This is an optimization exercise on Yosys and OpenROAD, whose aim is small area, not a production implementation. Only simulation tests tie the RTL to the original design; equivalence was not proved. Power is estimated from default activity; no workload was simulated.

**design/flow/flow/run.sh**
```bash
#!/bin/bash
# Own layout flow: the standard flow (standard.sh) with two ORFS
# variables changed:
#   - port buffers use the smallest buffer cell (buf_1);
#   - clock tree: clkbuf_4 leaf clusters of at most 10 sinks, no dummy loads.
# Everything else (synthesis, floorplan, power grid, taps, routing) is the
# standard flow's. The full make output goes to flow_make.log here.
set -uo pipefail
bash standard.sh \
  "BUFFER_PORTS_ARGS=-buffer_cell sky130_fd_sc_hd__buf_1" \
  "CTS_ARGS=-sink_clustering_enable -repair_clock_nets -dont_use_dummy_load -buf_list sky130_fd_sc_hd__clkbuf_4 -sink_clustering_size 10 -sink_clustering_max_diameter 50" \
  finish > flow_make.log 2>&1
status=$?
tail -n 30 flow_make.log
exit $status
```
**design/flow/standard.sh**
```bash
#!/bin/bash
# synth_recipe.tcl (not shown) runs the flow's synth.tcl, then flattens the netlist and writes it again
# the make line also repeats each setting of config.mk as NAME=value (left out here)
make -C /OpenROAD-flow-scripts/flow DESIGN_CONFIG=/design/flow/config.mk WORK_HOME=/design/flow/orfs CLKGATE_MAP_FILE= SYNTH_SCRIPT=/design/flow/synth_recipe.tcl "${@:-finish}"
```
**design/flow/config.mk**
```make
export PLATFORM = sky130hd
export DESIGN_NAME = top
export DESIGN_NICKNAME = top
export VERILOG_FILES = /design/flow/design.v
export SDC_FILE = /design/flow/constraint.sdc
export NUM_CORES = 4
export LEC_CHECK = 0
export CAP_MARGIN = 20
export CORE_MARGIN = 2
export CORE_UTILIZATION = 65
export PLACE_DENSITY = 0.75
export SLEW_MARGIN = 20
```
**design/flow/constraint.sdc**
```tcl
create_clock -name core_clock -period 8.0 [get_ports {clk}]
set_input_delay 1.6000 -clock core_clock [delete_from_list [all_inputs] [get_ports {clk}]]
set_output_delay 1.6000 -clock core_clock [all_outputs]
set_load 0.01 [all_outputs]
```
**design/flow/design.v**
```verilog
module top(
      clk,
      rst,
      srx_c,
      srx_d,
      pwm_a,
      pwm_b,
      led1,
      led2,
      led3,
      led4,
      led5,
      led6,
      output_switch0,
      output_switch1,
      output_switch2,
      output_switch3,
      output0_from_A,
      output1_from_A,
      output2_from_A,
      output3_from_A,
      output0_from_B,
      output1_from_B,
      output2_from_B,
      output3_from_B,
      sw0,
      sw1,
      sw2,
      reset_CPUA_pad,
      reset_CPUB_pad,
      power_on_A_pad,
      power_on_B_pad,
      GPIO_A,
      GPIO_B
    );
input clk;
input rst;
input srx_c;
input srx_d;
input pwm_a;
input pwm_b;
output led1;
output led2;
output led3;
output led4;
output led5;
output led6;
output GPIO_A;
output GPIO_B;
output sw0;
output sw1;
output sw2;
output reset_CPUA_pad;
output reset_CPUB_pad;
output power_on_A_pad;
output power_on_B_pad;
output [7:0] output_switch0;
output [7:0] output_switch1;
output [7:0] output_switch2;
output [7:0] output_switch3;
input  [7:0] output0_from_A;
input  [7:0] output1_from_A;
input  [7:0] output2_from_A;
input  [7:0] output3_from_A;
input  [7:0] output0_from_B;
input  [7:0] output1_from_B;
input  [7:0] output2_from_B;
input  [7:0] output3_from_B;
wire switch;
wire bad_a, bad_b;      
wire debug_mode;
wire reset_A, reset_B;
wire pwr_A, pwr_B;
reg [7:0] os0, os1, os2, os3;
always @(posedge clk) begin
  os0 <= switch ? output0_from_B : output0_from_A;
  os1 <= switch ? output1_from_B : output1_from_A;
  os2 <= switch ? output2_from_B : output2_from_A;
  os3 <= switch ? output3_from_B : output3_from_A;
end
assign output_switch0 = os0;
assign output_switch1 = os1;
assign output_switch2 = os2;
assign output_switch3 = os3;
assign {sw0, sw1, sw2} = {switch, switch, switch};
assign led1 = switch;
assign led2 = ~switch;
assign GPIO_A = ~switch;
assign GPIO_B = switch;
assign led3 = bad_a;
assign led4 = bad_b;
assign led5 = ok_r;
assign led6 = ~debug_mode;
assign reset_CPUA_pad = reset_A;
assign reset_CPUB_pad = reset_B;
assign power_on_A_pad = pwr_A;
assign power_on_B_pad = pwr_B;
sc_pulse pulse_a(.clk(clk), .rst(rst), .pwm(pwm_a), .io_n(bad_a));
sc_pulse pulse_b(.clk(clk), .rst(rst), .pwm(pwm_b), .io_n(bad_b));
reg en;
always @(posedge clk)
  if (rst) en <= 1'b0;
  else     en <= ~en;
wire       pop;
wire       push_a, push_b;
wire       nz_a, nz_b;
wire [7:0] head_a, head_b;
sc_rx rx_a(.clk(clk), .rst(rst), .en(en), .srx(srx_c), .pop(pop), .rd(~sel),
           .push(push_a), .nz(nz_a), .head(head_a));
sc_rx rx_b(.clk(clk), .rst(rst), .en(en), .srx(srx_d), .pop(pop), .rd(sel),
           .push(push_b), .nz(nz_b), .head(head_b));
localparam [14:0] IDLE_HIT = 15'b001010011111011;    
localparam [14:0] PM15 = 15'b010101010101010;
localparam [13:0] PM14 = 14'b10101010101010;
reg [14:0] la, lb;       
reg        fla, flb;
reg        cto, cto_d, sel;    
reg [9:0]  na, nb;
function [14:0] lfsr15;
  input [14:0] x;
  lfsr15 = {x[13:0], ~(x[14] ^ x[13])};
endfunction
function [13:0] lfsr14;
  input [13:0] x;
  lfsr14 = {x[12:0], ~(x[13] ^ x[12])};
endfunction
always @(posedge clk) begin
  la  <= ((rst | push_a) ? 15'd0 : lfsr15(la ^ PM15)) ^ PM15;
  lb  <= ((rst | push_b) ? 15'd0 : lfsr15(lb ^ PM15)) ^ PM15;
  fla <= ~rst & ~push_a & (fla | (la == (IDLE_HIT ^ PM15)));
  flb <= ~rst & ~push_b & (flb | (lb == (IDLE_HIT ^ PM15)));
  cto <= ~rst & fla & flb;
end
always @(posedge clk)
  if (rst) begin
    na <= 10'd0; nb <= 10'd0;
    cto_d <= 1'b0;
    sel <= 1'b0;
  end else begin
    cto_d <= cto;
    if (push_a) na <= na + 1'b1;
    if (push_b) nb <= nb + 1'b1;
    if (cto_d) begin na <= 10'd0; nb <= 10'd0; end
    if (cto) begin
      if (na > nb) sel <= 1'b0;
      if (na < nb) sel <= 1'b1;
    end
  end
wire       data_flag = sel ? nz_b : nz_a;
wire [7:0] byte_in   = head_a | head_b;    
reg       dfd;
reg [1:0] cyc;
reg       popr;
assign pop = popr;
always @(posedge clk)
  if (rst) begin
    dfd <= 1'b0; cyc <= 2'd0; popr <= 1'b0;
  end else begin
    dfd  <= data_flag;
    popr <= data_flag & cto_d & (cyc == 2'd2);
    if (data_flag & cto_d)
      cyc <= (cyc == 2'd2) ? 2'd0 : cyc + 1'b1;
  end
reg  [4:0] cnt;
reg  [4:0] step;
reg        crst;
wire       trig  = cto_d & ~data_flag & dfd;
wire       start = (step == 5'd0) & trig & (cnt == 5'd8);
wire       do_wr = popr & ~cnt[4];
always @(posedge clk)
  if (rst | crst | start) cnt <= 5'd0;
  else if (do_wr) cnt <= cnt + 1'b1;
reg  [1:0] hdr;     
reg  [7:0] sum;     
reg  [3:0] cls;     
wire       acc = do_wr & (step == 5'd0) & ~crst & ~cnt[3];
reg  [3:0] enc;
always @* begin
  case (byte_in)
    8'h0a: enc = 4'b0000;
    8'h0b: enc = 4'b0001;
    8'hab: enc = 4'b0010;
    8'hba: enc = 4'b0011;
    8'h55: enc = 4'b0100;
    8'haa: enc = 4'b0101;
    8'h44: enc = 4'b0110;
    8'hbb: enc = 4'b0111;
    8'ha0: enc = 4'b1000;
    8'hb0: enc = 4'b1010;
    8'h11: enc = 4'b1100;
    8'h22: enc = 4'b1101;
    default: enc = 4'b1111;
  endcase
end
always @(posedge clk)
  if (acc)
    case (cnt[2:0])
      3'd0: hdr[0] <= (byte_in == 8'heb);
      3'd1: hdr[1] <= (byte_in == 8'h90);
      3'd2: sum <= byte_in;
      3'd3: begin
              sum <= sum + byte_in;
              cls <= (byte_in == 8'hab) ? 4'b0000 : 4'b1111;
            end
      3'd4: begin
              sum <= sum + byte_in;
              cls <= (&cls) ? 4'b1111 : enc;
            end
      3'd5: sum <= sum + byte_in;
      3'd6: sum <= sum | (byte_in ^ 8'h09);
      3'd7: sum <= sum | (byte_in ^ 8'hd7);
    endcase
wire valid = (sum == 8'd0);
wire g0    = (cls[3:2] == 2'b00);
wire g1    = (cls[3:2] == 2'b01);
wire g2    = (cls[3:2] == 2'b10);
wire condreq = g2 | (g1 & ~cls[0]);
reg  act;
reg  ok_r, dbg_r;       
assign debug_mode = dbg_r;
always @(posedge clk)
  if (rst) begin
    step <= 5'd0; crst <= 1'b0; ok_r <= 1'b1; dbg_r <= 1'b0; act <= 1'b0;
  end else begin
    act <= 1'b0;
    case (step)
      5'd0: begin
              crst <= trig & (cnt != 5'd8);
              if (trig & (cnt == 5'd8)) step <= 5'd1;
            end
      5'd2: if (hdr[0]) step <= 5'd3;
            else begin step <= 5'd21; crst <= 1'b1; ok_r <= 1'b0; end
      5'd4: if (hdr[1]) step <= 5'd5;
            else begin step <= 5'd21; crst <= 1'b1; ok_r <= 1'b0; end
      5'd20: begin
              step <= 5'd0;
              crst <= 1'b1;
              ok_r <= valid;
              act <= valid & (~condreq | (switch ^ cls[1]));
              if (valid & (cls == 4'b1100)) dbg_r <= 1'b1;
              if (valid & (cls == 4'b1101)) dbg_r <= 1'b0;
            end
      5'd21: step <= 5'd0;
      default: step <= step + 1'b1;
    endcase
  end
wire force_swi = act & g0;
wire cmd_swi   = cls[0];
wire reset_a_flag = act & ((g0 & cls[1]) | (g2 & ~cls[1]));
wire reset_b_flag = act & ((g0 & cls[1]) | (g2 & cls[1]));
reg  act_d;              
wire fpc_A  = act & g1 & ~cls[1];
wire fpc_B  = act & g1 & cls[1];
wire fda    = act_d & g1 & ~cls[1];
wire fdb    = act_d & g1 & cls[1];
wire cpw_A  = cls[0];
wire cpw_B  = cls[0];
localparam [13:0] RST_HIT = 14'b01100001001011;    
reg        rsa, rsb, dla, dlb;
reg [13:0] ka, kb;       
wire       eq_a   = (ka == (RST_HIT ^ PM14));
wire       eq_b   = (kb == (RST_HIT ^ PM14));
wire       done_a = eq_a | dla;
wire       done_b = eq_b | dlb;
assign reset_A = rsa;
assign reset_B = rsb;
always @(posedge clk) begin
  ka  <= ((rst | ~rsa) ? 14'd0 : lfsr14(ka ^ PM14)) ^ PM14;
  kb  <= ((rst | ~rsb) ? 14'd0 : lfsr14(kb ^ PM14)) ^ PM14;
  dla <= ~rst & eq_a;
  dlb <= ~rst & eq_b;
end
always @(posedge clk)
  if (rst) begin
    rsa <= 1'b0; rsb <= 1'b0;
  end else begin
    if (done_a) rsa <= 1'b0; else if (reset_a_flag) rsa <= 1'b1;
    if (done_b) rsb <= 1'b0; else if (reset_b_flag) rsb <= 1'b1;
  end
localparam [14:0] FAIL_HIT = 15'b010001011110011;    
reg        cur_A, cur_B, nxt_A, nxt_B, afl, bfl, sw_r;
reg [14:0] fa, fb;       
reg        a_fail, b_fail;
wire       a_ff = ((bad_a & cur_A) | afl) & ~debug_mode;
wire       b_ff = ((bad_b & cur_B) | bfl) & ~debug_mode;
wire       a_cnt = a_ff & ~fpc_A & ~fda & ~debug_mode;
wire       b_cnt = b_ff & ~fpc_B & ~fdb & ~debug_mode;
always @(posedge clk) begin
  fa <= ((rst | ~a_cnt) ? 15'd0 : lfsr15(fa ^ PM15)) ^ PM15;
  fb <= ((rst | ~b_cnt) ? 15'd0 : lfsr15(fb ^ PM15)) ^ PM15;
  a_fail <= ~rst & a_cnt & (a_fail | (fa == (FAIL_HIT ^ PM15)));
  b_fail <= ~rst & b_cnt & (b_fail | (fb == (FAIL_HIT ^ PM15)));
end
assign switch = sw_r;
assign pwr_A = cur_A;
assign pwr_B = cur_B;
always @(posedge clk)
  if (rst) begin
    cur_A <= 1'b1; cur_B <= 1'b0;
    nxt_A <= 1'b1; nxt_B <= 1'b0;
    afl <= 1'b0; bfl <= 1'b0;
    act_d <= 1'b0;
    sw_r <= 1'b0;
  end else begin
    cur_A <= nxt_A;
    cur_B <= nxt_B;
    act_d <= act;
    if (force_swi) sw_r <= cmd_swi;
    else if (~a_fail & b_fail) sw_r <= 1'b0;
    else if (a_fail & ~b_fail) sw_r <= 1'b1;
    if (fpc_A | fpc_B | fda | fdb) begin
      if (fpc_A | fda) begin afl <= 1'b0; nxt_A <= cpw_A; end
      if (fpc_B | fdb) begin bfl <= 1'b0; nxt_B <= cpw_B; end
    end else if (~a_fail & b_fail) begin
      nxt_B <= 1'b0; nxt_A <= 1'b1; bfl <= 1'b1;
    end else if (a_fail & ~b_fail) begin
      nxt_A <= 1'b0; nxt_B <= 1'b1; afl <= 1'b1;
    end
  end
endmodule
module sc_pulse(clk, rst, pwm, io_n);
input  clk;
input  rst;
input  pwm;
output io_n;      
reg        d1, d2, st, st1, st2;
reg [10:0] tc;           
reg        rok, fok;     
reg        bad;          
wire rise = d1 & ~d2;
wire fall = ~d1 & d2;
localparam [10:0] P_LO = 11'd950, P_HI = 11'd1050;    
localparam [10:0] D_LO = 11'd450, D_HI = 11'd550;     
wire rin  = (tc >= P_LO) & (tc <= P_HI);
wire fin  = (tc >= D_LO) & (tc <= D_HI);
assign io_n = bad;
always @(posedge clk)
  if (rst) begin
    d1 <= 1'b0; d2 <= 1'b0; st <= 1'b0; st1 <= 1'b0; st2 <= 1'b0;
    tc <= 11'd0; rok <= 1'b0; fok <= 1'b0; bad <= 1'b0;
  end else begin
    d1 <= pwm;
    d2 <= d1;
    st1 <= st;
    st2 <= st1;
    if (rise) st <= ~st;
    if (st & fall) fok <= fin;
    if (st & rise) rok <= rin;
    if (~st2) begin rok <= 1'b0; fok <= 1'b0; end
    if (~st1) tc <= 11'd0;
    else if (~(&tc)) tc <= tc + 1'b1;
    if (~st1) bad <= ~(rok & fok);
  end
endmodule
module sc_rx(clk, rst, en, srx, pop, rd, push, nz, head);
input        clk;
input        rst;
input        en;
input        srx;
input        pop;
output       push;
output       nz;
input        rd;      
output [7:0] head;
reg s1, s2;
always @(posedge clk)
  if (rst) begin s1 <= 1'b0; s2 <= 1'b0; end
  else begin s1 <= srx; s2 <= s1; end
localparam [2:0] IDLE = 3'd0, START = 3'd1, PREP = 3'd2, BIT = 3'd3,
                 ENDB = 3'd4, STOP = 3'd5, PUSH = 3'd6;
reg [2:0] st;
reg [3:0] rc;
reg [8:0] sh;       
reg       ferr;
reg       rpush;
wire      rc7 = (rc == 4'd7);
wire      rc0 = (rc == 4'd0);
wire [3:0] rcm = rc - 1'b1;
always @(posedge clk)
  if (rst) begin
    st <= IDLE; rpush <= 1'b0;
  end else if (en) begin
    case (st)
      IDLE:  begin rpush <= 1'b0; rc <= 4'd14; if (!s2) st <= START; end
      START: begin rpush <= 1'b0; if (rc7) st <= s2 ? IDLE : PREP; rc <= rcm; end
      PREP:  begin sh <= 9'h100; if (rc0) st <= BIT; rc <= rcm; end
      BIT:   begin if (rc0) st <= ENDB; if (rc7) sh <= {s2, sh[8:1]}; rc <= rcm; end
      ENDB:  begin st <= sh[0] ? STOP : BIT; rc <= 4'd14; end
      STOP:  begin if (rc7) begin ferr <= ~s2; st <= PUSH; end rc <= rcm; end
      PUSH:  if (s2) begin rpush <= 1'b1; st <= IDLE; end
             else if (~ferr) begin rpush <= 1'b1; rc <= 4'd14; st <= START; end
      default: st <= IDLE;
    endcase
  end
assign push = rpush & ~en;
reg [7:0] mem [0:15];
reg [3:0] top, bot;
reg       full;
assign nz   = full | (top != bot);
reg [7:0] grp [0:3];
reg [7:0] head_r;
integer   hi, hj;
always @* begin
  head_r = 8'h00;
  for (hj = 0; hj < 4; hj = hj + 1) begin
    grp[hj] = 8'h00;
    for (hi = 0; hi < 4; hi = hi + 1)
      grp[hj] = grp[hj] | (mem[{hj[1:0], hi[1:0]}] & {8{bot[1:0] == hi[1:0]}});
    head_r = head_r | (grp[hj] & {8{rd & (bot[3:2] == hj[1:0])}});
  end
end
assign head = head_r;
always @(posedge clk)
  if (push & ~full) mem[top] <= sh[8:1];
always @(posedge clk)
  if (rst) begin
    top <= 4'd0; bot <= 4'd0; full <= 1'b0;
  end else
    case ({push, pop})
      2'b10: if (~full) begin
               top <= top + 1'b1;
               if (top + 4'd1 == bot) full <= 1'b1;
             end
      2'b01: if (nz) begin bot <= bot + 1'b1; full <= 1'b0; end
      2'b11: begin top <= top + 1'b1; bot <= bot + 1'b1; end
      default: ;
    endcase
endmodule
```
==> results of run 1 <==
==> report_power, final <==
part           internal (mW)  leakage (nW)  total, mW  switching, mW
clock                  0.348         0.281       1.17          0.827
sequential              2.94          4.67       2.95         0.0175
combinational         0.0379          2.80     0.0912         0.0533
==> through the flow <==
step                hold WS, ns  total power [mW]  setup WS, ns  std cells    util
finish                   0.3752             4.220         3.830       2420  0.6926
global placement         0.3573             3.106         4.063       2358  0.6785
detailed placement       0.3608             3.109         3.894       2358  0.6785
floorplan                0.3527             3.074         3.987       1853       -
CTS                      0.3802             4.256         3.872       2419  0.6922
global route             0.4010             4.362         3.578       2420  0.6926
==> layer usage <==
layer  wire (µm)  up-vias
met3        3177       88
met1       19660     6856
met2       21330      525
met4        1340        0
met5           0        -
li1            -     6912
==> sequential cells by signal, indices dropped and copies added, names as in the netlist, 5 cells and up <==
signal and flops:
rx_a.mem 128, rx_b.mem 128, fa 15, fb 15, la 15, lb 15
ka 14, kb 14, pulse_a.tc 11, pulse_b.tc 11, na 10, nb 10
rx_a.sh 9, rx_b.sh 9, os0 8, os1 8, os2 8, os3 8
sum 8, cnt 5, step 5
==> final cells by class <==
class	count	area [µm²]
Multi-Input combinational cell	1171	7467
Fill cell	2437	10280
Clock buffer	61	457.9
Sequential cell	544	13870
Inverter	60	225.2
Antenna cell	1	2.502
Tap cell	448	560.5
Timing Repair Buffer	135	579.3
==> critical path, cell delays in order (launching register included) <==
cell,delay [ns]
sky130_fd_sc_hd__dfxtp_1,0.50
sky130_fd_sc_hd__inv_1,0.12
sky130_fd_sc_hd__ha_1,0.20
sky130_fd_sc_hd__buf_4,0.26
sky130_fd_sc_hd__a22oi_1,0.25
sky130_fd_sc_hd__nand2_1,0.09
sky130_fd_sc_hd__a21oi_2,0.22
sky130_fd_sc_hd__nand4_4,0.24
sky130_fd_sc_hd__ha_1,0.39
sky130_fd_sc_hd__a21oi_1,0.18
sky130_fd_sc_hd__a21boi_0,0.13
sky130_fd_sc_hd__o21ai_0,0.17
sky130_fd_sc_hd__nand2b_1,0.12
sky130_fd_sc_hd__a21o_1,0.19
sky130_fd_sc_hd__a21oi_1,0.27
sky130_fd_sc_hd__mux2i_1,0.23
sky130_fd_sc_hd__a21oi_1,0.10
sky130_fd_sc_hd__o32a_1,0.28
==> placed cells by master, fill, tap and decap left out, types with 40 or more instances in the layout <==
| master | instances |
|---|---|
| sky130_fd_sc_hd__a21oi_1 | 116 |
| sky130_fd_sc_hd__a22oi_1 | 129 |
| sky130_fd_sc_hd__buf_1 | 115 |
| sky130_fd_sc_hd__clkbuf_4 | 61 |
| sky130_fd_sc_hd__dfxtp_1 | 245 |
| sky130_fd_sc_hd__edfxtp_1 | 298 |
| sky130_fd_sc_hd__ha_1 | 60 |
| sky130_fd_sc_hd__inv_1 | 59 |
| sky130_fd_sc_hd__nand2_1 | 158 |
| sky130_fd_sc_hd__nor2_1 | 207 |
| sky130_fd_sc_hd__xnor2_1 | 40 |
==> worst max path at each step <==
stage,startpoint,endpoint,slack (ns),cells after the start
2_1_floorplan,rst,rx_a.sh[0],3.99,3
3_3_place_gp,rx_a.bot[1],sum[7],4.06,17
3_5_place_dp,rx_a.bot[1],sum[7],3.89,17
4_1_cts,rx_a.bot[1],sum[7],3.87,17
5_1_grt,rx_a.bot[1],sum[7],3.58,16
6_report,rx_a.bot[1],sum[7],3.83,17
==> cell families (layout without fill, tap and decap cells) <==
kind of cell	Yosys count	after routing
compound gates	357	357
xor+xnor	79	79
fa+ha+maj	61	61
buf+inv	138	256
flops	544	544
mux	43	43
other cells	0	1
simple gates	631	631
==> run notes, run 1 <==
root buffer cell=sky130_fd_sc_hd__clkbuf_4; Remaining DRCs=0; effective utilization at floorplan=0.6568; maximum count of clock buffers along a single path=3; overall die area=35,290 µm²; XOR/XNOR share of the synthesized area=0.03149; fraction of the cycle the final worst path needs=0.5213; largest family of logic cells by synthesized area=simple AND/OR/NAND/NOR gates; worst-case register-to-register setup slack=3.83 ns; fraction of layout instances using a drive strength above 1=0.07560; post-synthesis sequential element count=544; GRT met3 Usage=0.04305; antenna violations before repair=1; detailed placement HPWL=between 30 and 40 mm; Setup crit start kind=register; Arr. time, crit path=between 4 and 5 ns; vias in the first global route=13.82k; number of hold buffers added after CTS=0; Finished Cell Area=23,170 µm²; TritonCTS clock tree=yes; data required time of the critical path=around 8.6 ns; Final #Nets=2,104; max-cap violation count=0; pin count of the biggest net entering global routing=59; kind of critical path=reg2reg; number of buffers created by CTS=61; final setup TNS=0 ns; met1 demand-to-capacity share in global routing=0.3599; aggregate global-route resource usage=0.2577; area fraction in compound gates after synthesis=0.1068; commonest cells in the synthesized netlist=sky130_fd_sc_hd__edfxtp_1, sky130_fd_sc_hd__dfxtp_1, sky130_fd_sc_hd__nor2_1; Detail Route Antenna Nets=0; count of unique library cells instantiated by Yosys=74; number of top-level pins=approximately 120; Core Area=between 30,000 and 40,000 µm²; nature of the critical path endpoint=register; post-synthesis share of cell area spent on full adders, half adders and majority gates=0.03508; weighted congestion at the end of routability-driven global placement=~0.86; number of input and output port buffers inserted=116; post-synthesis instance area=~22,000 µm²; per-cell via count in the routed design=5.943; r2r endpoint=sum[7]; overall die height=roughly 190 µm; mean routed wirelength per cell=~19 µm; outcome=no timing/DRC/antenna violations; final-report max-slew violation count=0; chip width=between 150 and 200 µm; post-route minimum period=4.170 ns; overall routed net length=45.50 mm; most repeated cell in the gate-level netlist after synthesis=sky130_fd_sc_hd__edfxtp_1; headroom to the max-slew limit=0.3026; fraction of synthesis flops using an asynchronous set or reset pin=0; cells taking the most area after synthesis=sky130_fd_sc_hd__edfxtp_1, sky130_fd_sc_hd__dfxtp_1, sky130_fd_sc_hd__a22oi_1; number of rows created at floorplan=67; Final Hold Violating Endpoints=0; type of the most critical hold path=reg2reg; clock latency on the worst-skew pair=roughly 0.85 ns; detailed-route via count=between 10k and 15k; clock transition time at the flip-flop clock pins of the worst setup and hold paths=around 0.11 ns; post-route clock skew=0.05979 ns; layout overhead on the synthesized area=5.450%; area after detailed placement=between 20,000 and 25,000 µm²; # resized after CTS=0; share of synthesized area occupied by flip-flops and latches=0.6315; gate count of the mapped netlist=roughly 1.9k; PD cells=~180 nW/µm²; Leak=between 7 and 8 nW; Mapped Avg Cell Area=~12 µm²; portion of synthesized cell area occupied by the leading cell type=0.4073; highest net fanout along the worst path=32; DR iter-0 viols=approximately 1.2k; worst vdd rail ir drop=about 0.17 mV; synthesis warning total=4; number of flops mapped to enable cells by yosys=roughly 300; Max Clk Rate=approximately 240 MHz; maximum level of the CTS H-tree=2; Hold Path Sink=fb[11]; launch instance of the worst min-delay path=fb[10]; transition at the pin with the smallest max-transition slack=1.037 ns; area share of and/or/nand/nor cells after synthesis=0.1442; first-pass GRT wire length=approximately 72 mm; largest area contributor in the synthesized netlist=sky130_fd_sc_hd__edfxtp_1; GRT Max-Usage Layer=met2; number of sinks handled by clock tree synthesis=about 540; count of final setup violators=0; Syn Nets=slightly below 2k; met2 track demand over resource=0.4066; reg-to-reg critical path startpoint=rx_a.bot[1]; setup repair bufs after CTS=0; commonest register cell after synthesis=sky130_fd_sc_hd__edfxtp_1; drt pass-1 iters=5; total grt overflow=0; cell depth of the worst flop-to-flop path=17; unrepaired setup endpoints after global routing=no; multiplexer fraction of the synthesized cell area=0.02147; worst hold path stage count=1
==> run 2, diff against run 1 <==
--- a/design/flow/config.mk
+++ b/design/flow/config.mk
@@ -7,6 +7,6 @@
 export LEC_CHECK = 0
 export CAP_MARGIN = 20
 export CORE_MARGIN = 2
-export CORE_UTILIZATION = 65
-export PLACE_DENSITY = 0.75
+export CORE_UTILIZATION = 40
+export PLACE_DENSITY = 0.6
 export SLEW_MARGIN = 20
==> run 2 against run 1 <==
Against the previous run: still clean; synthesized area stayed put; critical path depth is 1 lower; maximum frequency is 2.6% lower; clock-buffer cell count is 5 higher; total power is 1.3% higher; die area is 61% higher; sequential share of layout area is 0.93 points lower; critical endpoint unchanged; largest power group unchanged.
==> run notes, run 2 <==
Mapped Avg Cell Area=11.86 µm² (unchanged); kind of critical path=reg2reg (unchanged); number of input and output port buffers inserted=116 (unchanged); DR iter-0 viols=1,027 (was 1,212); Final Hold Violating Endpoints=0 (unchanged); PD cells=181.7 nW/µm² (was 182.1 nW/µm²); Arr. time, crit path=4.81 ns (was 4.76 ns); startpoint of the most critical setup path=rx_a.bot[1] (unchanged); type of the most critical hold path=reg2reg (unchanged); number of rows created at floorplan=85 (was 67); launch instance of the worst min-delay path=lb[6] (was fb[10]); Multi-input gate area=7465 µm² (was 7467 µm²); count of unique library cells instantiated by Yosys=74 (unchanged); post-synthesis instance area=21,970 µm² (unchanged); commonest cells in the synthesized netlist=sky130_fd_sc_hd__edfxtp_1, sky130_fd_sc_hd__dfxtp_1, sky130_fd_sc_hd__nor2_1 (unchanged); clock latency on the worst-skew pair=0.82 ns (was 0.85 ns); Worst path slowest cell=sky130_fd_sc_hd__dfxtp_1 (unchanged); detailed placement HPWL=32.56 mm (was 30.52 mm); storage element area=13,870 µm² (about the same); most repeated cell in the gate-level netlist after synthesis=sky130_fd_sc_hd__edfxtp_1 (unchanged); layout overhead on the synthesized area=7.096% (was 5.450%); commonest register cell after synthesis=sky130_fd_sc_hd__edfxtp_1 (unchanged); worst-case register-to-register setup slack=3.72 ns (was 3.83 ns); count of final setup violators=0 (unchanged); synthesis warning total=4 (unchanged); weighted congestion at the end of routability-driven global placement=0.8393 (was 0.8641); overall die height=238.4 µm (was 187.8 µm); Syn Nets=1,984 (unchanged); number of hold buffers added after CTS=0 (unchanged); overall die area=56,820 µm² (was 35,290 µm²); post-synthesis sequential element count=544 (unchanged); aggregate global-route resource usage=0.1704 (was 0.2577); highest cell delay on the worst timing path=0.51 ns (was 0.50 ns); root buffer cell=sky130_fd_sc_hd__clkbuf_4 (unchanged); cell depth of the worst flop-to-flop path=16 (was 17); unrepaired setup endpoints after global routing=no (unchanged); # resized after CTS=0 (unchanged); worst path cell trace=inv_1 > ha_1 > buf_4 > a22oi_1 > nand2_1 > a21oi_1 > nand4_2 > ha_1 > a21boi_0 > o21ai_0 > nand2b_1 > a21o_1 > a21oi_1 > mux2i_1 > a21oi_1 > o32a_1 (was inv_1 > ha_1 > buf_4 > a22oi_1 > nand2_1 > a21oi_2 > nand4_4 > ha_1 > a21oi_1 > a21boi_0 > o21ai_0 > nand2b_1 > a21o_1 > a21oi_1 > mux2i_1 > a21oi_1 > o32a_1); Detail Route Antenna Nets=0 (unchanged); highest net fanout along the worst path=32 (unchanged); Leak=7.787 nW (was 7.749 nW); post-route minimum period=4.283 ns (was 4.170 ns); headroom to the max-slew limit=0.2542 (was 0.3026); total grt overflow=0 (unchanged); number of buffers created by CTS=66 (was 61); Remaining DRCs=0 (unchanged); final setup TNS=0 ns (unchanged); first-pass GRT wire length=76.34 mm (was 72.43 mm); fillcell total=5,044 (was 2,437); reg-to-reg critical path startpoint=rx_a.bot[1] (unchanged); transition at the pin with the smallest max-transition slack=1.115 ns (was 1.037 ns); final-report max-slew violation count=0 (unchanged); number of flops mapped to enable cells by yosys=298 (unchanged); fraction of the cycle the final worst path needs=0.5354 (was 0.5213); chip width=238.4 µm (was 187.8 µm); gate count of the mapped netlist=1,853 (unchanged); Hold Path Sink=lb[7] (was fb[11]); detailed-route via count=14.35k (was 14.38k); per-cell via count in the routed design=5.359 (was 5.943); Final #Nets=2,110 (was 2,104); r2r endpoint=sum[7] (unchanged); post-layout utilization of the core=0.4355 (was 0.6926); data required time of the critical path=8.52 ns (was 8.59 ns); maximum count of clock buffers along a single path=3 (unchanged); clock transition time at the flip-flop clock pins of the worst setup and hold paths=0.12 ns (was 0.11 ns); effective utilization at floorplan=0.4066 (was 0.6568); top library cells by usage in the layout, fill and taps aside=sky130_fd_sc_hd__edfxtp_1, sky130_fd_sc_hd__dfxtp_1, sky130_fd_sc_hd__nor2_1 (unchanged); TritonCTS clock tree=yes (unchanged); Setup crit start kind=register (unchanged); worst vdd rail ir drop=0.1022 mV (was 0.1742 mV); number of sinks handled by clock tree synthesis=544 (unchanged); setup repair bufs after CTS=0 (unchanged); max-cap violation count=0 (unchanged); largest area contributor in the synthesized netlist=sky130_fd_sc_hd__edfxtp_1 (unchanged); overall routed net length=48.71 mm (was 45.50 mm); vias in the first global route=14.04k (was 13.82k); portion of synthesized cell area occupied by the leading cell type=0.4073 (unchanged); nature of the critical path endpoint=register (unchanged); pin count of the biggest net entering global routing=65 (was 59); Max Clk Rate=233.5 MHz (was 239.8 MHz); fraction of synthesis flops using an asynchronous set or reset pin=0 (unchanged); mean routed wirelength per cell=18.19 µm (was 18.80 µm); most common cell after layout, fill and taps aside=sky130_fd_sc_hd__edfxtp_1 (unchanged); worst hold path stage count=1 (unchanged); fraction of layout instances using a drive strength above 1=0.07891 (was 0.07560); biggest registers after layout=rx_a.mem x128, rx_b.mem x128 (unchanged); Core Area=54,030 µm² (was 33,450 µm²); share of synthesized area occupied by flip-flops and latches=0.6315 (unchanged); cells taking the most area after synthesis=sky130_fd_sc_hd__edfxtp_1, sky130_fd_sc_hd__dfxtp_1, sky130_fd_sc_hd__a22oi_1 (unchanged); cell with the most instances on the worst path=sky130_fd_sc_hd__a21oi_1 (unchanged); maximum level of the CTS H-tree=3 (was 2); post-route clock skew=0.07246 ns (was 0.05979 ns); outcome=no timing/DRC/antenna violations (unchanged); number of top-level pins=117 (unchanged); drt pass-1 iters=6 (was 5); antenna violations before repair=3 (was 1)
[run 2: cell counts after synthesis]
No cell type changed its count.
[run 2: per-stage QoR]
step | cells | area (µm²) | power [mW] | hold WS (ns) | setup WS [ns]
2_1_floorplan | 1853 | 21970 | 3.074 | 0.3527 | 3.987
3_3_place_gp | 2607 | 23020 | 3.108 | 0.3594 | 4.015
3_5_place_dp | 2607 | 23020 | 3.111 | 0.3636 | 3.838
4_1_cts | 2673 | 23520 | 4.336 | 0.3650 | 3.728
5_1_grt | 2677 | 23530 | 4.440 | 0.3778 | 3.362
6_report | 2677 | 23530 | 4.276 | 0.3523 | 3.717
[run 2: area by class of cell]
cell class / instances / area share
antenna: 4 / 0.0004254
clock buffer: 66 / 0.02106
inverter: 60 / 0.009572
multi-input combinational: 1171 / 0.3173
sequential: 544 / 0.5896
tap: 696 / 0.03701
timing repair buffer: 136 / 0.02505
[run 2: where the power goes]
part,internal (mW),switching [mW]
Sequential,2.94,0.0172
Combinational,0.0380,0.0536
Clock,0.381,0.849
[run 2: metal layers]
metal | wire (µm) | track usage | vias to the layer above | part of all wire
li1 | - | - | 6947 | -
met1 | 22030 | 0.2328 | 6948 | 0.45
met2 | 23020 | 0.2777 | 362 | 0.47
met3 | 2408 | 0.03043 | 89 | 0.049
met4 | 1245 | 0.05000 | 0 | 0.026
met5 | 0 | 0 | - | 0
[run 2: worst max-delay path: cells and delay by family, from the launching register on]
kind	cells	cell delay, ns
AND/OR/NAND/NOR	3	0.57
buffers and inverters	2	0.37
flip-flops	1	0.51
multiplexers	1	0.22
adder cells (fa/ha/maj)	2	0.65
AO/OA/AOI/OAI	8	1.64
[run 2: logic make-up after synthesis]
logic type,Yosys count,synth area share
xor+xnor,79,0.03149
compound gates,357,0.1068
mux,43,0.02147
simple gates,631,0.1442
flops,544,0.6315
buf+inv,138,0.02950
fa+ha+maj,61,0.03508
[run 2: how the worst max path moves through the flow]
stage	cells after the start	to
2_1_floorplan	3	rx_a.sh[0]
3_3_place_gp	17	sum[7]
3_5_place_dp	16	sum[7]
4_1_cts	16	sum[7]
5_1_grt	17	sum[7]
6_report	16	sum[7]
==> run 3, diff against run 2 <==
--- a/design/flow/design.v
+++ b/design/flow/design.v
@@ -112,9 +112,10 @@
 localparam [14:0] IDLE_HIT = 15'b001010011111011;    
 localparam [14:0] PM15 = 15'b010101010101010;
 localparam [13:0] PM14 = 14'b10101010101010;
-reg [14:0] la, lb;       
-reg        fla, flb;
+reg [14:0] la;           
+reg        fl;
 reg        cto, cto_d, sel;    
+wire       push_any = push_a | push_b;
 reg [9:0]  na, nb;
 function [14:0] lfsr15;
   input [14:0] x;
@@ -125,11 +126,9 @@
   lfsr14 = {x[12:0], ~(x[13] ^ x[12])};
 endfunction
 always @(posedge clk) begin
-  la  <= ((rst | push_a) ? 15'd0 : lfsr15(la ^ PM15)) ^ PM15;
-  lb  <= ((rst | push_b) ? 15'd0 : lfsr15(lb ^ PM15)) ^ PM15;
-  fla <= ~rst & ~push_a & (fla | (la == (IDLE_HIT ^ PM15)));
-  flb <= ~rst & ~push_b & (flb | (lb == (IDLE_HIT ^ PM15)));
-  cto <= ~rst & fla & flb;
+  la  <= ((rst | push_any) ? 15'd0 : lfsr15(la ^ PM15)) ^ PM15;
+  fl  <= ~rst & ~push_any & (fl | (la == (IDLE_HIT ^ PM15)));
+  cto <= ~rst & fl;
 end
 always @(posedge clk)
   if (rst) begin
@@ -256,26 +255,22 @@
 wire cpw_A  = cls[0];
 wire cpw_B  = cls[0];
 localparam [13:0] RST_HIT = 14'b01100001001011;    
-reg        rsa, rsb, dla, dlb;
-reg [13:0] ka, kb;       
-wire       eq_a   = (ka == (RST_HIT ^ PM14));
-wire       eq_b   = (kb == (RST_HIT ^ PM14));
-wire       done_a = eq_a | dla;
-wire       done_b = eq_b | dlb;
+reg        rsa, rsb, dlk;
+reg [13:0] kc;           
+wire       eq_k   = (kc == (RST_HIT ^ PM14));
+wire       done_k = eq_k | dlk;
 assign reset_A = rsa;
 assign reset_B = rsb;
 always @(posedge clk) begin
-  ka  <= ((rst | ~rsa) ? 14'd0 : lfsr14(ka ^ PM14)) ^ PM14;
-  kb  <= ((rst | ~rsb) ? 14'd0 : lfsr14(kb ^ PM14)) ^ PM14;
-  dla <= ~rst & eq_a;
-  dlb <= ~rst & eq_b;
+  kc  <= ((rst | ~(rsa | rsb)) ? 14'd0 : lfsr14(kc ^ PM14)) ^ PM14;
+  dlk <= ~rst & eq_k;
 end
 always @(posedge clk)
   if (rst) begin
     rsa <= 1'b0; rsb <= 1'b0;
   end else begin
-    if (done_a) rsa <= 1'b0; else if (reset_a_flag) rsa <= 1'b1;
-    if (done_b) rsb <= 1'b0; else if (reset_b_flag) rsb <= 1'b1;
+    if (done_k) rsa <= 1'b0; else if (reset_a_flag) rsa <= 1'b1;
+    if (done_k) rsb <= 1'b0; else if (reset_b_flag) rsb <= 1'b1;
   end
 localparam [14:0] FAIL_HIT = 15'b010001011110011;    
 reg        cur_A, cur_B, nxt_A, nxt_B, afl, bfl, sw_r;
--- a/design/flow/config.mk
+++ b/design/flow/config.mk
@@ -7,6 +7,6 @@
 export LEC_CHECK = 0
 export CAP_MARGIN = 20
 export CORE_MARGIN = 2
-export CORE_UTILIZATION = 40
-export PLACE_DENSITY = 0.6
+export CORE_UTILIZATION = 80
+export PLACE_DENSITY = 0.88
 export SLEW_MARGIN = 20
==> run 3 against run 2 <==
Against the previous run: flip-flop and latch count shrank 31; synthesized area shrank 4.8%; global-route usage grew 15 points; cell area shrank 6.8%; clock power shrank 13%; non-clock buffer count shrank 3; largest cell class unchanged; largest power group unchanged; highest routed layer unchanged.
==> run notes, run 3 <==
highest net fanout along the worst path=32 (unchanged); overall routed net length=45.04 mm (was 48.71 mm); Final Hold Violating Endpoints=0 (unchanged); overall die area=27,460 µm² (was 56,820 µm²); # resized after CTS=0 (unchanged); detailed placement HPWL=30.59 mm (was 32.56 mm); fraction of layout instances using a drive strength above 1=0.06948 (was 0.07891); most common cell after layout, fill and taps aside=sky130_fd_sc_hd__edfxtp_1 (unchanged); Final #Nets=2,001 (was 2,110); type of the most critical hold path=reg2reg (unchanged); fraction of synthesis flops using an asynchronous set or reset pin=0 (unchanged); maximum count of clock buffers along a single path=3 (unchanged); worst setup slack after layout=3.847 ns (was 3.717 ns); headroom to the max-slew limit=0.3054 (was 0.2542); cells taking the most area after synthesis=sky130_fd_sc_hd__edfxtp_1, sky130_fd_sc_hd__dfxtp_1, sky130_fd_sc_hd__a22oi_1 (unchanged); outcome=no timing/DRC/antenna violations (unchanged); Core Area=25,840 µm² (was 54,030 µm²); number of sinks handled by clock tree synthesis=513 (was 544); post-route met1 wirelength=17.51 mm (was 22.03 mm); fillcell total=1,404 (was 5,044); count of unique library cells instantiated by Yosys=68 (was 74); portion of synthesized cell area occupied by the leading cell type=0.4278 (was 0.4073); commonest cells in the synthesized netlist=sky130_fd_sc_hd__edfxtp_1, sky130_fd_sc_hd__dfxtp_1, sky130_fd_sc_hd__nor2_1 (unchanged); Detail Route Antenna Nets=0 (unchanged); clock latency on the worst-skew pair=0.71 ns (was 0.82 ns); aggregate global-route resource usage=0.3216 (was 0.1704); overall die height=165.7 µm (was 238.4 µm); number of flops mapped to enable cells by yosys=298 (unchanged); top library cells by usage in the layout, fill and taps aside=sky130_fd_sc_hd__edfxtp_1, sky130_fd_sc_hd__dfxtp_1, sky130_fd_sc_hd__nor2_1 (unchanged); count of final setup violators=0 (unchanged); post-synthesis sequential element count=513 (was 544); layout overhead on the synthesized area=4.862% (was 7.096%); detailed-route via count=14.38k (was 14.35k); gate count of the mapped netlist=1,760 (was 1,853); post-route clock skew=0.04308 ns (was 0.07246 ns); max-cap violation count=0 (unchanged); Leak=7.356 nW (was 7.787 nW); DR iter-0 viols=1,788 (was 1,027); final setup TNS=0 ns (unchanged); weighted congestion at the end of routability-driven global placement=0.9242 (was 0.8393); highest cell delay on the worst timing path=0.49 ns (was 0.51 ns); kind of critical path=reg2reg (unchanged); drt pass-1 iters=6 (unchanged); unrepaired setup endpoints after global routing=no (unchanged); effective utilization at floorplan=0.8097 (was 0.4066); vias in the first global route=13.97k (was 14.04k); setup repair bufs after CTS=0 (unchanged); maximum level of the CTS H-tree=2 (was 3); most repeated cell in the gate-level netlist after synthesis=sky130_fd_sc_hd__edfxtp_1 (unchanged); synthesis warning total=4 (unchanged); number of input and output port buffers inserted=116 (unchanged); clock transition time at the flip-flop clock pins of the worst setup and hold paths=0.11 ns (was 0.12 ns); biggest registers after layout=rx_a.mem x128, rx_b.mem x128 (unchanged); share of synthesized area occupied by flip-flops and latches=0.6335 (was 0.6315); number of rows created at floorplan=59 (was 85); Max Clk Rate=240.8 MHz (was 233.5 MHz); transition at the pin with the smallest max-transition slack=1.032 ns (was 1.115 ns); post-route minimum period=4.153 ns (was 4.283 ns); Remaining DRCs=0 (unchanged); number of hold buffers added after CTS=0 (unchanged); data required time of the critical path=8.45 ns (was 8.52 ns); per-cell via count in the routed design=6.516 (was 5.359); number of top-level pins=117 (unchanged); post-layout utilization of the core=0.8491 (was 0.4355); TritonCTS clock tree=yes (unchanged); Setup crit start kind=register (unchanged); worst path cell trace=inv_1 > ha_1 > buf_4 > a22oi_1 > a21oi_1 > a21oi_1 > nand4_4 > ha_1 > a21oi_1 > a21boi_0 > o21ai_0 > a21boi_0 > o21ai_0 > nand2b_1 > o311ai_0 > a211oi_1 (was inv_1 > ha_1 > buf_4 > a22oi_1 > nand2_1 > a21oi_1 > nand4_2 > ha_1 > a21boi_0 > o21ai_0 > nand2b_1 > a21o_1 > a21oi_1 > mux2i_1 > a21oi_1 > o32a_1); Arr. time, crit path=4.60 ns (was 4.81 ns); worst-case register-to-register setup slack=3.85 ns (was 3.72 ns); detailed-routed wire length on met3=4.253 mm (was 2.408 mm); worst setup slack after placement=3.966 ns (was 3.838 ns); Worst path slowest cell=sky130_fd_sc_hd__dfxtp_1 (unchanged); total length of routed met2 wires=21.72 mm (was 23.02 mm); pin count of the biggest net entering global routing=48 (was 65); worst vdd rail ir drop=0.1618 mV (was 0.1022 mV); root buffer cell=sky130_fd_sc_hd__clkbuf_4 (unchanged); fraction of the cycle the final worst path needs=0.5191 (was 0.5354); number of buffers created by CTS=57 (was 66); commonest register cell after synthesis=sky130_fd_sc_hd__edfxtp_1 (unchanged); mean routed wirelength per cell=20.41 µm (was 18.19 µm); nature of the critical path endpoint=register (unchanged); final-report max-slew violation count=0 (unchanged); Syn Nets=1,888 (was 1,984); uppermost signal routing layer after detailed routing=met4 (unchanged); largest area contributor in the synthesized netlist=sky130_fd_sc_hd__edfxtp_1 (unchanged); first-pass GRT wire length=71.35 mm (was 76.34 mm); antenna violations before repair=1 (was 3); post-synthesis instance area=20,920 µm² (was 21,970 µm²); Mapped Avg Cell Area=11.89 µm² (was 11.86 µm²); total grt overflow=0 (unchanged); chip width=165.7 µm (was 238.4 µm); PD cells=184.0 nW/µm² (was 181.7 nW/µm²); cell with the most instances on the worst path=sky130_fd_sc_hd__a21oi_1 (unchanged)
run 3: changes by cell type after synthesis, moves of 4 or more:
cell,before,now
sky130_fd_sc_hd__dfxtp_1,246,215
sky130_fd_sc_hd__nor2_1,207,189
sky130_fd_sc_hd__nand2_1,158,149
sky130_fd_sc_hd__a21oi_2,9,2
sky130_fd_sc_hd__a21o_1,9,3
sky130_fd_sc_hd__a211oi_1,6,11
sky130_fd_sc_hd__clkbuf_1,39,44
sky130_fd_sc_hd__a21oi_1,116,120
sky130_fd_sc_hd__a22oi_1,129,133
sky130_fd_sc_hd__and2_1,28,24
sky130_fd_sc_hd__nand3b_1,7,11
sky130_fd_sc_hd__xnor2_1,40,36
run 3: critical path: cells and delay by family (launching register included):
family | cells | cell delay, ns
and+or+nand+nor | 2 | 0.37
AOI/OAI and AO/OA | 10 | 2.03
DFF | 1 | 0.49
adders and majority gates | 2 | 0.61
buffers and inverters | 2 | 0.38
run 3: cell families (layout without fill, tap and decap cells):
| kind of cell | count (synthesis) | in the layout | synth area share |
|---|---|---|---|
| AOI/OAI and AO/OA | 349 | 349 | 0.1078 |
| xor gates and xnor gates | 77 | 77 | 0.03224 |
| adders and majority gates | 58 | 58 | 0.03505 |
| buffers and inverters | 135 | 246 | 0.03038 |
| DFF | 513 | 513 | 0.6335 |
| muxes | 40 | 40 | 0.02111 |
| other | 0 | 1 | 0 |
| and+or+nand+nor | 588 | 588 | 0.1399 |
run 3: per-stage QoR:
stage	total power [mW]	instances	cell area (µm²)	hold WS, ns
after floorplan	2.973	1760	20920	0.3527
after detailed placement	3.023	2149	21480	0.3657
after global placement	3.014	2147	21470	0.3610
final	4.037	2207	21940	0.3506
after global routing	4.175	2207	21940	0.3658
after CTS	4.053	2206	21910	0.3552
run 3: final cells by class:
type / count / area [µm²] / area share
flip-flops and latches: 513 / 13250 / 0.6041
multi-input cells: 1112 / 7066 / 0.3221
repair buffers: 133 / 559.3 / 0.02549
clock buffers: 57 / 427.9 / 0.01951
well taps: 335 / 419.2 / 0.01911
inverters: 56 / 210.2 / 0.009582
diodes: 1 / 2.502 / 0.0001141
run 3: power breakdown:
part | switching (mW) | leakage [nW] | internal, mW | total, mW
Sequential | 0.0236 | 4.41 | 2.79 | 2.81
Clock | 0.745 | 0.262 | 0.326 | 1.07
Combinational | 0.0918 | 2.68 | 0.0629 | 0.155
Total | 0.860 | 7.36 | 3.18 | 4.04
run 3: final timing paths:
check,startpoint,end,cells past startpoint
setup reg to reg,rx_b.bot[0],sum[7],16
hold / removal,la[1],la[2],1
hold reg to reg,la[1],la[2],1
setup / recovery,rx_b.bot[0],sum[7],16
run 3: layer usage:
| metal | vias up | global-route usage |
|---|---|---|
| li1 | 6612 | - |
| met1 | 6871 | 0.4400 |
| met2 | 792 | 0.5288 |
| met3 | 106 | 0.04755 |
| met4 | 0 | 0.1263 |
| met5 | - | 0 |
==> run 4, diff against run 3 <==
--- a/design/flow/config.mk
+++ b/design/flow/config.mk
@@ -7,6 +7,6 @@
 export LEC_CHECK = 0
 export CAP_MARGIN = 20
 export CORE_MARGIN = 2
-export CORE_UTILIZATION = 80
-export PLACE_DENSITY = 0.88
+export CORE_UTILIZATION = 65
+export PLACE_DENSITY = 0.75
 export SLEW_MARGIN = 20
==> run 4 against run 3 <==
Against the previous run: sequential power about the same; setup slack better by 0.059 ns; maximum frequency is 1.4% higher; total power up 1.0%; cell area up 0.38%; critical path depth is 1 lower; non-clock buffer count shrank 3; via count decreased by 3.9%; sequential share of layout area down 0.23 points; routed wire length fell by 3.1%; utilization down 15 points; critical path type unchanged; highest routed layer unchanged.
==> run notes, run 4 <==
number of input and output port buffers inserted=116 (unchanged); unrepaired setup endpoints after global routing=no (unchanged); Leak=7.359 nW (was 7.356 nW); Max Clk Rate=244.2 MHz (was 240.8 MHz); kind of critical path=reg2reg (unchanged); final-report max-slew violation count=0 (unchanged); fraction of synthesis flops using an asynchronous set or reset pin=0 (unchanged); clock transition time at the flip-flop clock pins of the worst setup and hold paths=0.11 ns (about the same); Setup crit start kind=register (unchanged); commonest register cell after synthesis=sky130_fd_sc_hd__edfxtp_1 (unchanged); type of the most critical hold path=reg2reg (unchanged); worst-case register-to-register setup slack=3.91 ns (was 3.85 ns); transition at the pin with the smallest max-transition slack=1.018 ns (was 1.032 ns); root buffer cell=sky130_fd_sc_hd__clkbuf_4 (unchanged); biggest registers after layout=rx_a.mem x128, rx_b.mem x128 (unchanged); synthesis warning total=4 (unchanged); gate count of the mapped netlist=1,760 (unchanged); # resized after CTS=0 (unchanged); fillcell total=2,312 (was 1,404); largest area contributor in the synthesized netlist=sky130_fd_sc_hd__edfxtp_1 (unchanged); PD cells=185.2 nW/µm² (was 184.0 nW/µm²); post-synthesis instance area=20,920 µm² (unchanged); antenna violations before repair=1 (unchanged); headroom to the max-slew limit=0.3197 (was 0.3054); final setup TNS=0 ns (unchanged); weighted congestion at the end of routability-driven global placement=0.8944 (was 0.9242); Core Area=31,640 µm² (was 25,840 µm²); total grt overflow=0 (unchanged); post-synthesis sequential element count=513 (unchanged); setup repair bufs after CTS=0 (unchanged); mean routed wirelength per cell=19.21 µm (was 20.41 µm); number of flops mapped to enable cells by yosys=298 (unchanged); Worst path slowest cell=sky130_fd_sc_hd__dfxtp_1 (unchanged); Final Hold Violating Endpoints=0 (unchanged); storage element area=13,250 µm² (unchanged); maximum level of the CTS H-tree=2 (unchanged); Remaining DRCs=0 (unchanged); clock latency on the worst-skew pair=0.79 ns (was 0.71 ns); post-layout utilization of the core=0.6960 (was 0.8491); layout overhead on the synthesized area=5.257% (was 4.862%); overall die area=33,640 µm² (was 27,460 µm²); total instance count after detailed placement=2,213 (was 2,149); overall die height=183.4 µm (was 165.7 µm); chip width=183.4 µm (was 165.7 µm); highest net fanout along the worst path=32 (unchanged); post-route minimum period=4.094 ns (was 4.153 ns); data required time of the critical path=8.49 ns (was 8.45 ns); Syn Nets=1,888 (unchanged); fraction of layout instances using a drive strength above 1=0.07063 (was 0.06948); first-pass GRT wire length=68.51 mm (was 71.35 mm); aggregate global-route resource usage=0.2585 (was 0.3216); Final #Nets=1,999 (was 2,001); fraction of the cycle the final worst path needs=0.5118 (was 0.5191); top library cells by usage in the layout, fill and taps aside=sky130_fd_sc_hd__edfxtp_1, sky130_fd_sc_hd__dfxtp_1, sky130_fd_sc_hd__nor2_1 (unchanged); number of buffers and inverters on the critical path=2 (unchanged); outcome=no timing/DRC/antenna violations (unchanged); most common cell after layout, fill and taps aside=sky130_fd_sc_hd__edfxtp_1 (unchanged); max-cap violation count=0 (unchanged); effective utilization at floorplan=0.6613 (was 0.8097); per-cell via count in the routed design=6.085 (was 6.516); number of sinks handled by clock tree synthesis=513 (unchanged); worst vdd rail ir drop=0.1257 mV (was 0.1618 mV); count of unique library cells instantiated by Yosys=68 (unchanged); gate family responsible for the most delay along the worst path=compound AO/OA/AOI/OAI gates (unchanged); commonest cells in the synthesized netlist=sky130_fd_sc_hd__edfxtp_1, sky130_fd_sc_hd__dfxtp_1, sky130_fd_sc_hd__nor2_1 (unchanged); vias in the first global route=13.45k (was 13.97k); number of hold buffers added after CTS=0 (unchanged); TritonCTS clock tree=yes (unchanged); highest cell delay on the worst timing path=0.48 ns (was 0.49 ns); number of rows created at floorplan=65 (was 59); overall routed net length=43.64 mm (was 45.04 mm); portion of synthesized cell area occupied by the leading cell type=0.4278 (unchanged); Mapped Avg Cell Area=11.89 µm² (unchanged); DR iter-0 viols=1,133 (was 1,788); post-route clock skew=0.07188 ns (was 0.04308 ns); maximum count of clock buffers along a single path=3 (unchanged); Multi-input gate area=7074 µm² (was 7066 µm²); cells taking the most area after synthesis=sky130_fd_sc_hd__edfxtp_1, sky130_fd_sc_hd__dfxtp_1, sky130_fd_sc_hd__a22oi_1 (unchanged); number of buffers created by CTS=58 (was 57); worst path cell trace=inv_1 > ha_1 > buf_4 > a22oi_1 > a21oi_1 > a21oi_1 > nand4_1 > ha_1 > a21boi_0 > o21ai_0 > a21boi_0 > o21ai_0 > nand2b_1 > o311ai_0 > a211oi_1 (was inv_1 > ha_1 > buf_4 > a22oi_1 > a21oi_1 > a21oi_1 > nand4_4 > ha_1 > a21oi_1 > a21boi_0 > o21ai_0 > a21boi_0 > o21ai_0 > nand2b_1 > o311ai_0 > a211oi_1); share of synthesized area occupied by flip-flops and latches=0.6335 (unchanged); detailed-route via count=13.82k (was 14.38k); pin count of the biggest net entering global routing=50 (was 48); detailed placement HPWL=29.58 mm (was 30.59 mm); Detail Route Antenna Nets=0 (unchanged); nature of the critical path endpoint=register (unchanged); Cell Count, Final, Fillers Out=2,272 (was 2,207); most repeated cell in the gate-level netlist after synthesis=sky130_fd_sc_hd__edfxtp_1 (unchanged); count of final setup violators=0 (unchanged); number of top-level pins=117 (unchanged); Arr. time, crit path=4.58 ns (was 4.60 ns); drt pass-1 iters=7 (was 6)
==> run 4: changes by cell type in the layout (fill, tap and decap cells not counted), sizes merged <==
cell and change:
clkbuf +1, buf -3
==> run 4: cell families after synthesis <==
group | share of synthesized area
compound gates | 0.1078
simple gates | 0.1399
mux | 0.02111
flops | 0.6335
fa+ha+maj | 0.03505
buf+inv | 0.03038
xor+xnor | 0.03224
==> run 4: metrics by stage <==
stage	cell area (µm²)	power, mW	worst slack, ns	hold slack, ns
5_1_grt	22020	4.233	3.468	0.4021
3_3_place_gp	21560	3.019	4.204	0.3593
4_1_cts	21990	4.105	3.914	0.3920
6_report	22020	4.078	3.906	0.3836
3_5_place_dp	21560	3.024	3.948	0.3647
2_1_floorplan	20920	2.973	4.009	0.3527
==> run 4: metal layers <==
layer  wire [µm]  vias up  track usage
li1            -     6617            -
met1       18310     6664       0.3351
met2       21370      454       0.4423
met3        2732       89      0.04607
met4        1237        0      0.08704
met5           0        -            0
==> run 4: final timing paths <==
kind,start,to,depth (start not counted)
min,fa[0],fa[1],1
max reg2reg,rx_a.bot[0],sum[7],15
max,rx_a.bot[0],sum[7],15
min reg2reg,fa[0],fa[1],1
==> run 4: final cells by class <==
type	instances	share of cell area
Clock buffer	58	0.01977
Multi-Input combinational cell	1112	0.3213
Timing Repair Buffer	130	0.02460
Sequential cell	513	0.6019
Inverter	56	0.009546
Tap cell	402	0.02284
Antenna cell	1	0.0001136
==> run 4: worst register-to-register path, delay by kind of cell, from the launching register on <==
kind / cells / cell delay (ns)
flip-flops: 1 / 0.48
AO/OA/AOI/OAI: 9 / 1.67
buffers and inverters: 2 / 0.39
adder cells (fa/ha/maj): 2 / 0.72
AND/OR/NAND/NOR: 2 / 0.56
==> run 4: power by group <==
group / total, mW / switching (mW) / internal [mW]
Clock: 1.11 / 0.782 / 0.331
Combinational: 0.153 / 0.0907 / 0.0627
Sequential: 2.81 / 0.0233 / 2.79
Total: 4.08 / 0.896 / 3.18
==> run 5, diff against run 4 <==
--- a/design/flow/flow/run.sh
+++ b/design/flow/flow/run.sh
@@ -8,7 +8,7 @@
 set -uo pipefail
 bash standard.sh \
   "BUFFER_PORTS_ARGS=-buffer_cell sky130_fd_sc_hd__buf_1" \
-  "CTS_ARGS=-sink_clustering_enable -repair_clock_nets -dont_use_dummy_load -buf_list sky130_fd_sc_hd__clkbuf_4 -sink_clustering_size 10 -sink_clustering_max_diameter 50" \
+  "CTS_ARGS=-sink_clustering_enable -repair_clock_nets -dont_use_dummy_load -buf_list sky130_fd_sc_hd__clkbuf_4 -sink_clustering_size 8 -sink_clustering_max_diameter 40" \
   finish > flow_make.log 2>&1
 status=$?
 tail -n 30 flow_make.log
==> run 5 against run 4 <==
Against the previous run: highest routed layer unchanged; combinational power about the same; synthesized area unchanged; clock-buffer cell count up 20; still clean; routed wire length up 0.45%; total power up 3.6%; flip-flop and latch count unchanged; setup slack worse by 0.0025 ns; critical path type unchanged; largest power group unchanged; cell area up 0.68%; register-to-register slack about the same; via count up 0.80%.
==> run notes, run 5 <==
number of rows created at floorplan=65 (unchanged); worst setup slack after placement=3.948 ns (unchanged); Hold Path Sink=la[13] (was fa[1]); overall die area=33,640 µm² (unchanged); chip width=183.4 µm (unchanged); cells taking the most area after synthesis=sky130_fd_sc_hd__edfxtp_1, sky130_fd_sc_hd__dfxtp_1, sky130_fd_sc_hd__a22oi_1 (unchanged); final-report max-slew violation count=0 (unchanged); aggregate global-route resource usage=0.2601 (was 0.2585); Finished Cell Area=22,170 µm² (was 22,020 µm²); # resized after CTS=0 (unchanged); count of unique library cells instantiated by Yosys=68 (unchanged); antenna violations before repair=1 (unchanged); clock latency on the worst-skew pair=0.71 ns (was 0.79 ns); Switching Share=0.2188 (was 0.2197); area after detailed placement=21,560 µm² (unchanged); Mapped Avg Cell Area=11.89 µm² (unchanged); number of input and output port buffers inserted=116 (unchanged); met2 track demand over resource=0.4486 (was 0.4423); Detail Route Antenna Nets=0 (unchanged); Remaining DRCs=0 (unchanged); root buffer cell=sky130_fd_sc_hd__clkbuf_4 (unchanged); Max Clk Rate=244.1 MHz (was 244.2 MHz); worst setup slack after layout=3.903 ns (was 3.906 ns); NetSw=924.1 µW (was 896.0 µW); max-cap violation count=0 (unchanged); Int Power=3.299 mW (was 3.182 mW); proportion of power drawn by flip-flops and latches=0.666 (was 0.689); top library cells by usage in the layout, fill and taps aside=sky130_fd_sc_hd__edfxtp_1, sky130_fd_sc_hd__dfxtp_1, sky130_fd_sc_hd__nor2_1 (unchanged); fraction of layout instances using a drive strength above 1=0.08047 (was 0.07063); Final #Nets=2,019 (was 1,999); per-cell via count in the routed design=6.079 (was 6.085); post-synthesis sequential element count=513 (unchanged); data required time of the critical path=8.42 ns (was 8.49 ns); worst vdd rail ir drop=0.1545 mV (was 0.1257 mV); overall die height=183.4 µm (unchanged); drt pass-1 iters=5 (was 7); portion of synthesized cell area occupied by the leading cell type=0.4278 (unchanged); number of sinks handled by clock tree synthesis=513 (unchanged); kind of critical path=reg2reg (unchanged); fraction of the cycle the final worst path needs=0.5121 (was 0.5118); overall routed net length=43.84 mm (was 43.64 mm); first-pass GRT wire length=68.92 mm (was 68.51 mm); headroom to the max-slew limit=0.3166 (was 0.3197); post-route minimum period=4.097 ns (was 4.094 ns); nature of the critical path endpoint=register (unchanged); number of flops mapped to enable cells by yosys=298 (unchanged); post-route clock skew=0.05059 ns (was 0.07188 ns); share of synthesized area occupied by flip-flops and latches=0.6335 (unchanged); DR iter-0 viols=1,071 (was 1,133); unrepaired setup endpoints after global routing=no (unchanged); most common cell after layout, fill and taps aside=sky130_fd_sc_hd__edfxtp_1 (unchanged); gate count of the mapped netlist=1,760 (unchanged); total grt overflow=0 (unchanged); reg-to-reg critical path startpoint=rx_a.bot[1] (was rx_a.bot[0]); clock network fraction of design power=0.298 (was 0.273); layout overhead on the synthesized area=5.975% (was 5.257%); combinational power share=0.037 (was 0.038); largest area contributor in the synthesized netlist=sky130_fd_sc_hd__edfxtp_1 (unchanged); maximum count of clock buffers along a single path=3 (unchanged); detailed placement HPWL=29.58 mm (unchanged); mean routed wirelength per cell=19.13 µm (was 19.21 µm); cell depth of the worst flop-to-flop path=16 (was 15); Leak=7.451 nW (was 7.359 nW); biggest registers after layout=rx_a.mem x128, rx_b.mem x128 (unchanged); most repeated cell in the gate-level netlist after synthesis=sky130_fd_sc_hd__edfxtp_1 (unchanged); type of the most critical hold path=reg2reg (unchanged); commonest register cell after synthesis=sky130_fd_sc_hd__edfxtp_1 (unchanged); TritonCTS clock tree=yes (unchanged); GRT Max-Usage Layer=met2 (unchanged); Core Area=31,640 µm² (unchanged); clock transition time at the flip-flop clock pins of the worst setup and hold paths=0.09 ns (was 0.11 ns); vias in the first global route=13.55k (was 13.45k); launch instance of the worst min-delay path=la[12] (was fa[0]); worst-case register-to-register setup slack=3.90 ns (was 3.91 ns); fraction of synthesis flops using an asynchronous set or reset pin=0 (unchanged); final setup TNS=0 ns (unchanged); weighted congestion at the end of routability-driven global placement=0.8944 (unchanged); commonest cells in the synthesized netlist=sky130_fd_sc_hd__edfxtp_1, sky130_fd_sc_hd__dfxtp_1, sky130_fd_sc_hd__nor2_1 (unchanged); count of final setup violators=0 (unchanged); synthesis warning total=4 (unchanged); number of buffers created by CTS=78 (was 58); transition at the pin with the smallest max-transition slack=1.023 ns (was 1.018 ns); post-synthesis instance area=20,920 µm² (unchanged); Arr. time, crit path=4.52 ns (was 4.58 ns); Power, Total=4.223 mW (was 4.078 mW); Final Hold Violating Endpoints=0 (unchanged); met1 demand-to-capacity share in global routing=0.3401 (was 0.3351); maximum level of the CTS H-tree=3 (was 2); detailed-route via count=13.93k (was 13.82k); pin count of the biggest net entering global routing=50 (unchanged); worst hold path stage count=1 (unchanged); PD cells=190.5 nW/µm² (was 185.2 nW/µm²); number of hold buffers added after CTS=0 (unchanged); Syn Nets=1,888 (unchanged); highest net fanout along the worst path=32 (unchanged); effective utilization at floorplan=0.6613 (unchanged); r2r endpoint=sum[7] (unchanged); number of top-level pins=117 (unchanged); outcome=no timing/DRC/antenna violations (unchanged); GRT met3 Usage=0.04150 (was 0.04607); setup repair bufs after CTS=0 (unchanged); Setup crit start kind=register (unchanged)
run 5: how the worst max path moves through the flow:
stage,slack [ns],cells after the start,start,end
after floorplan,4.01,3,rst,rx_a.sh[0]
after global placement,4.20,16,rx_b.bot[0],sum[7]
after detailed placement,3.95,16,rx_a.bot[0],sum[7]
after CTS,3.93,16,rx_a.bot[0],sum[7]
after global routing,3.51,16,rx_a.bot[0],sum[7]
final,3.90,16,rx_a.bot[1],sum[7]
run 5: per-layer routing:
layer / part of all wire / up-vias
li1: - / 6661
met1: 0.42 / 6721
met2: 0.50 / 471
met3: 0.060 / 81
met4: 0.022 / 0
met5: 0 / -
run 5: area by class of cell:
type / count / area [µm²]
Sequential cell: 513 / 13250
Fill cell: 2279 / 9467
Multi-Input combinational cell: 1112 / 7074
Clock buffer: 78 / 585.6
Timing Repair Buffer: 130 / 541.8
Tap cell: 402 / 503.0
Inverter: 56 / 210.2
Antenna cell: 1 / 2.502
run 5: cells by family (layout without fill, tap and decap cells):
group | Yosys count | count (layout) | synth area share
flip-flops | 513 | 513 | 0.6335
adder cells (fa/ha/maj) | 58 | 58 | 0.03505
AO/OA/AOI/OAI | 349 | 349 | 0.1078
AND/OR/NAND/NOR | 588 | 588 | 0.1399
other | 0 | 1 | 0
multiplexers | 40 | 40 | 0.02111
buffers and inverters | 135 | 264 | 0.03038
XOR/XNOR | 77 | 77 | 0.03224
run 5: per-stage QoR:
stage / util / instances / hold slack [ns]
after CTS: 0.6999 / 2291 / 0.3724
after global routing: 0.7008 / 2292 / 0.3861
after floorplan: - / 1760 / 0.3527
after detailed placement: 0.6814 / 2213 / 0.3647
after global placement: 0.6814 / 2213 / 0.3593
final: 0.7008 / 2292 / 0.3688
run 5: power groups by stage:
stage | combinational (mW) | clock, mW | sequential [mW]
CTS | 0.155 | 1.29 | 2.81
floorplan | 0.105 | 0 | 2.87
global route | 0.176 | 1.39 | 2.82
finish | 0.155 | 1.26 | 2.81
detailed placement | 0.152 | 0 | 2.87
global placement | 0.148 | 0 | 2.87
run 5: worst max-delay path, cell delays in order, from the launching register on:
cell and delay, ns:
sky130_fd_sc_hd__dfxtp_1 0.51, sky130_fd_sc_hd__inv_1 0.11, sky130_fd_sc_hd__ha_1 0.19, sky130_fd_sc_hd__buf_4 0.25
sky130_fd_sc_hd__a22oi_1 0.26, sky130_fd_sc_hd__a21oi_1 0.09, sky130_fd_sc_hd__a21oi_1 0.28, sky130_fd_sc_hd__nand4_4 0.27
sky130_fd_sc_hd__ha_1 0.38, sky130_fd_sc_hd__a21oi_1 0.18, sky130_fd_sc_hd__a21boi_0 0.13, sky130_fd_sc_hd__o21ai_0 0.21
sky130_fd_sc_hd__a21boi_0 0.15, sky130_fd_sc_hd__o21ai_0 0.18, sky130_fd_sc_hd__nand2b_1 0.13, sky130_fd_sc_hd__o311ai_0 0.33
sky130_fd_sc_hd__a211oi_1 0.12

## what the ideal ports hide
The flow's constraints put no driver on any port. The routed layouts listed below were extracted and timed again, unchanged, in two steps. Step 1: set_driving_cell puts a clkbuf_16 on clk and a buf_2 on each other input, an assumption about the parent block. Step 2 adds t to the input delays and takes it off the output delays; t is the mean of the earliest and latest rising clock arrival at the registers after step 1. Input paths then give back, and output paths get back, about the clock's delay inside the block. Three values: no drivers, after step 1, after step 2; two values: the first two.
run	shift t [ns]	slack for setup (ns)	worst setup path after step 2	latest minus earliest clock arrival (ns)	cell pins on the clock port's net
run 1	0.871	3.830 / 3.830 / 3.830	register to register	0.065 / 0.065	1
run 2	0.830	3.717 / 3.717 / 3.717	register to register	0.080 / 0.080	1
run 3	0.744	3.847 / 3.847 / 3.847	register to register	0.064 / 0.065	1
run 4	0.805	3.906 / 3.906 / 3.906	register to register	0.072 / 0.072	1
run 5	0.740	3.903 / 3.903 / 3.903	register to register	0.057 / 0.057	1
After both steps every run listed still meets setup and hold.
